What follows belongs to an exercise in optimizing a design on an open flow for small area, a short achievable clock period and few clock cycles; a production flow would make more cautious choices. Function was checked by simulation only, so behaviour that the tests miss may differ from the original.

## sqrt_u32
module sqrt_u32(
        input             clk,
        input             rst_n,
        input             vld_in,
        input      [31:0] x,
        output reg        vld_out,
        output     [15:0] y
    );
==> flow/config.mk <==
export PLATFORM = sky130hd
export DESIGN_NAME = sqrt_u32
export DESIGN_NICKNAME = sqrt_u32
export VERILOG_FILES = /design/flow/design.v
export SDC_FILE = /design/flow/constraint.sdc
export NUM_CORES = 4
export LEC_CHECK = 0
export CAP_MARGIN = 20
export CORE_MARGIN = 2
export CORE_UTILIZATION = 40
export SLEW_MARGIN = 20
==> flow/constraint.sdc <==
create_clock -name core_clock -period 10.0 [get_ports {clk}]
set_input_delay 2.0000 -clock core_clock [delete_from_list [all_inputs] [get_ports {clk}]]
set_output_delay 2.0000 -clock core_clock [all_outputs]
set_load 0.01 [all_outputs]
standard.sh (not shown) runs the stock make flow with config.mk's settings and CLKGATE_MAP_FILE= SYNTH_SCRIPT=/design/flow/synth_recipe.tcl, a recipe that flattens the netlist after the stock synthesis.
==> flow/flow/run.sh <==
#!/bin/bash
set -euo pipefail
MARGIN=$(cat flow/margin.txt)
bash standard.sh \
  "SETUP_SLACK_MARGIN=$MARGIN" \
  "BUFFER_PORTS_ARGS=-buffer_cell sky130_fd_sc_hd__buf_1" \
  finish > standard.log 2>&1
==> flow/flow/margin.txt <==
7.2
Testbench counts at the start, summed over its fixed seeds: cycles 33,608.
==> next run, changes <==
==> flow/flow/margin.txt (replaced) <==
7.0
CORE_UTILIZATION = 55   (was 40)
The new run went through all stages and came out clean; via count came out lower by a few percent; cell area decreases by roughly a tenth; count of clock-buffer cells in the layout does not change; clock skew goes down by 7.2 ps; setup slack is worse by 98 ps; area after synthesis does not change; die area shrinks by a quarter to a third; maximum frequency goes down by a few percent.

* * *

## lane 3
The RTL this note starts from:
==> flow/design.v <==
module sqrt_u32(
        input             clk,
        input             rst_n,
        input             vld_in,
        input      [31:0] x,
        output reg        vld_out,
        output     [15:0] y
    );
    reg          busy;
    reg [3:0]    c;                         
    reg [16:0]   r;                         
    reg [12:0]   xh;                        
    reg [15:0]   z;                         
    assign y = z;
    function [32:0] step(input [32:0] rq, input [1:0] xx);
        reg [18:0] a;
        reg [18:0] b;
        reg [18:0] d;
        reg        s;
        begin
            s = rq[32];
            a = {rq[32:16], xx};
            b = {{2{~s}}, rq[14:0] ^ {15{~s}}, 1'b1, s};
            d = a + b + {18'd0, ~s};
            step = {d[16:0], rq[14:0], ~d[18]};
        end
    endfunction
    function [19:0] first(input [5:0] top);
        begin
            case (top)
            6'd0: first = {17'h1ffff, 3'd0};
            6'd1: first = {17'h00000, 3'd1};
            6'd2: first = {17'h00001, 3'd1};
            6'd3: first = {17'h00002, 3'd1};
            6'd4: first = {17'h1fffb, 3'd2};
            6'd5: first = {17'h1fffc, 3'd2};
            6'd6: first = {17'h1fffd, 3'd2};
            6'd7: first = {17'h1fffe, 3'd2};
            6'd8: first = {17'h1ffff, 3'd2};
            6'd9: first = {17'h00000, 3'd3};
            6'd10: first = {17'h00001, 3'd3};
            6'd11: first = {17'h00002, 3'd3};
            6'd12: first = {17'h00003, 3'd3};
            6'd13: first = {17'h00004, 3'd3};
            6'd14: first = {17'h00005, 3'd3};
            6'd15: first = {17'h00006, 3'd3};
            6'd16: first = {17'h1fff7, 3'd4};
            6'd17: first = {17'h1fff8, 3'd4};
            6'd18: first = {17'h1fff9, 3'd4};
            6'd19: first = {17'h1fffa, 3'd4};
            6'd20: first = {17'h1fffb, 3'd4};
            6'd21: first = {17'h1fffc, 3'd4};
            6'd22: first = {17'h1fffd, 3'd4};
            6'd23: first = {17'h1fffe, 3'd4};
            6'd24: first = {17'h1ffff, 3'd4};
            6'd25: first = {17'h00000, 3'd5};
            6'd26: first = {17'h00001, 3'd5};
            6'd27: first = {17'h00002, 3'd5};
            6'd28: first = {17'h00003, 3'd5};
            6'd29: first = {17'h00004, 3'd5};
            6'd30: first = {17'h00005, 3'd5};
            6'd31: first = {17'h00006, 3'd5};
            6'd32: first = {17'h00007, 3'd5};
            6'd33: first = {17'h00008, 3'd5};
            6'd34: first = {17'h00009, 3'd5};
            6'd35: first = {17'h0000a, 3'd5};
            6'd36: first = {17'h1fff3, 3'd6};
            6'd37: first = {17'h1fff4, 3'd6};
            6'd38: first = {17'h1fff5, 3'd6};
            6'd39: first = {17'h1fff6, 3'd6};
            6'd40: first = {17'h1fff7, 3'd6};
            6'd41: first = {17'h1fff8, 3'd6};
            6'd42: first = {17'h1fff9, 3'd6};
            6'd43: first = {17'h1fffa, 3'd6};
            6'd44: first = {17'h1fffb, 3'd6};
            6'd45: first = {17'h1fffc, 3'd6};
            6'd46: first = {17'h1fffd, 3'd6};
            6'd47: first = {17'h1fffe, 3'd6};
            6'd48: first = {17'h1ffff, 3'd6};
            6'd49: first = {17'h00000, 3'd7};
            6'd50: first = {17'h00001, 3'd7};
            6'd51: first = {17'h00002, 3'd7};
            6'd52: first = {17'h00003, 3'd7};
            6'd53: first = {17'h00004, 3'd7};
            6'd54: first = {17'h00005, 3'd7};
            6'd55: first = {17'h00006, 3'd7};
            6'd56: first = {17'h00007, 3'd7};
            6'd57: first = {17'h00008, 3'd7};
            6'd58: first = {17'h00009, 3'd7};
            6'd59: first = {17'h0000a, 3'd7};
            6'd60: first = {17'h0000b, 3'd7};
            6'd61: first = {17'h0000c, 3'd7};
            6'd62: first = {17'h0000d, 3'd7};
            6'd63: first = {17'h0000e, 3'd7};
            default: first = 20'd0;
            endcase
        end
    endfunction
    wire [14:0] valid = {(c[3] & c[2]),
                     (c[3] & (c[2] | (c[1] & c[0]))),
                     (c[3] & (c[2] | c[1])),
                     (c[3] & (c[2] | (c[1] | c[0]))),
                     c[3],
                     (c[3] | (c[2] & (c[1] & c[0]))),
                     (c[3] | (c[2] & c[1])),
                     (c[3] | (c[2] & (c[1] | c[0]))),
                     (c[3] | c[2]),
                     (c[3] | (c[2] | (c[1] & c[0]))),
                     (c[3] | (c[2] | c[1])),
                     (c[3] | (c[2] | (c[1] | c[0]))),
                     1'b1,
                     1'b1,
                     1'b1};
    wire [19:0] ld = first(x[31:26]);
    reg [32:0] it;                          
    integer k;
    always @* begin
        it = {r, 1'b0, z[14:0] & valid};
        for (k = 0; k < 1; k = k + 1)
            it = step(it, {xh[12-k], z[15-k]});
    end
    always @(posedge clk or negedge rst_n) begin
        if (!rst_n) begin
            busy    <= 1'b0;
            vld_out <= 1'b0;
        end else begin
            vld_out <= busy && c == 4'd12;
            if (!busy)
                busy <= vld_in;
            else if (c == 4'd12)
                busy <= 1'b0;
        end
    end
    always @(posedge clk) begin
        if (!busy) begin
            r  <= ld[19:3];
            xh <= {x[25], x[23], x[21], x[19], x[17], x[15], x[13], x[11], x[9], x[7], x[5], x[3], x[1]};
            z  <= {x[24], x[22], x[20], x[18], x[16], x[14], x[12], x[10], x[8], x[6], x[4], x[2], x[0], ld[2:0]};
            c  <= 4'd0;
        end else begin
            r  <= it[32:16];
            xh <= xh << 1;
            z  <= {z[14:0], it[0:0]};
            c  <= c + 4'd1;
        end
    end
endmodule
==> flow/config.mk <==
export PLATFORM = sky130hd
export DESIGN_NAME = sqrt_u32
export DESIGN_NICKNAME = sqrt_u32
export VERILOG_FILES = /design/flow/design.v
export SDC_FILE = /design/flow/constraint.sdc
export NUM_CORES = 4
export LEC_CHECK = 0
export ABC_AREA = 1
export CAP_MARGIN = 20
export CORE_MARGIN = 2
export CORE_UTILIZATION = 55
export SLEW_MARGIN = 20
==> flow/constraint.sdc <==
create_clock -name core_clock -period 10.0 [get_ports {clk}]
set_input_delay 2.0000 -clock core_clock [delete_from_list [all_inputs] [get_ports {clk}]]
set_output_delay 2.0000 -clock core_clock [all_outputs]
set_load 0.01 [all_outputs]
==> flow/flow/margin.txt <==
6.9
Scripts as last shown in full above: flow/flow/run.sh
Testbench counts of lane 3, summed over its fixed seeds: cycles 33,608.
Edits applied to the flow inputs when going from lane 3 to lane 2:
==> flow/flow/margin.txt <==
7.0
diff --git a/flow/config.mk b/flow/config.mk
--- a/flow/config.mk
+++ b/flow/config.mk
@@ -6,7 +6,6 @@
 export NUM_CORES = 4
 export LEC_CHECK = 0
-export ABC_AREA = 1
 export CAP_MARGIN = 20
 export CORE_MARGIN = 2
-export CORE_UTILIZATION = 55
+export CORE_UTILIZATION = 40
 export SLEW_MARGIN = 20
==> run notes <==
Diff lane 2 and lane 3: total core area higher in lane 2
Diff lane 2 and lane 3: die area higher in lane 2
Diff lane 2 and lane 3: synthesized cell count higher in lane 3
Lane 2 vs. lane 3: number of global-route vias before repair has decreased, final critical-path share of the clock period has increased, sequential share of layout area has increased, number of detailed-route iterations in the first pass has remained practically unchanged.

static timing again, ports no longer ideal:
In the flow no input, the clock included, has a driving cell. The finished layouts below were timed again as built, in two steps.
Step 1 assumes that a clkbuf_16 drives the clock port and a buf_2 every other input.
Step 2, shift: input delay + t, output delay - t, t = (earliest + latest rising clock arrival at the registers) / 2. This alone moves slack from input paths to output paths.
Three values: no drivers, after step 1, after step 2; two values: the first two.
| run | t, ns | setup WS [ns] | hold slack, ns | worst setup path after step 2 | cell pins on the clock port's net |
|---|---|---|---|---|---|
| the first run of note 1 | 0.339 | 7.185 / 7.153 / 6.849 | 0.436 / 0.436 / 0.436 | input to register | 1 |
| the second run of note 1 | 0.329 | 7.087 / 7.057 / 6.824 | 0.463 / 0.463 / 0.463 | input to register | 1 |
| lane 3 | 0.327 | 7.089 / 7.094 / 6.769 | 0.434 / 0.434 / 0.434 | input to register | 1 |
| lane 2 | 0.335 | 7.071 / 7.077 / 6.744 | 0.466 / 0.466 / 0.466 | input to register | 1 |
After both steps every run listed still meets setup and hold. For the first run of note 1, which loses most, drivers alone change the setup slack by -0.032 ns; drivers and shift together by -0.336 ns.
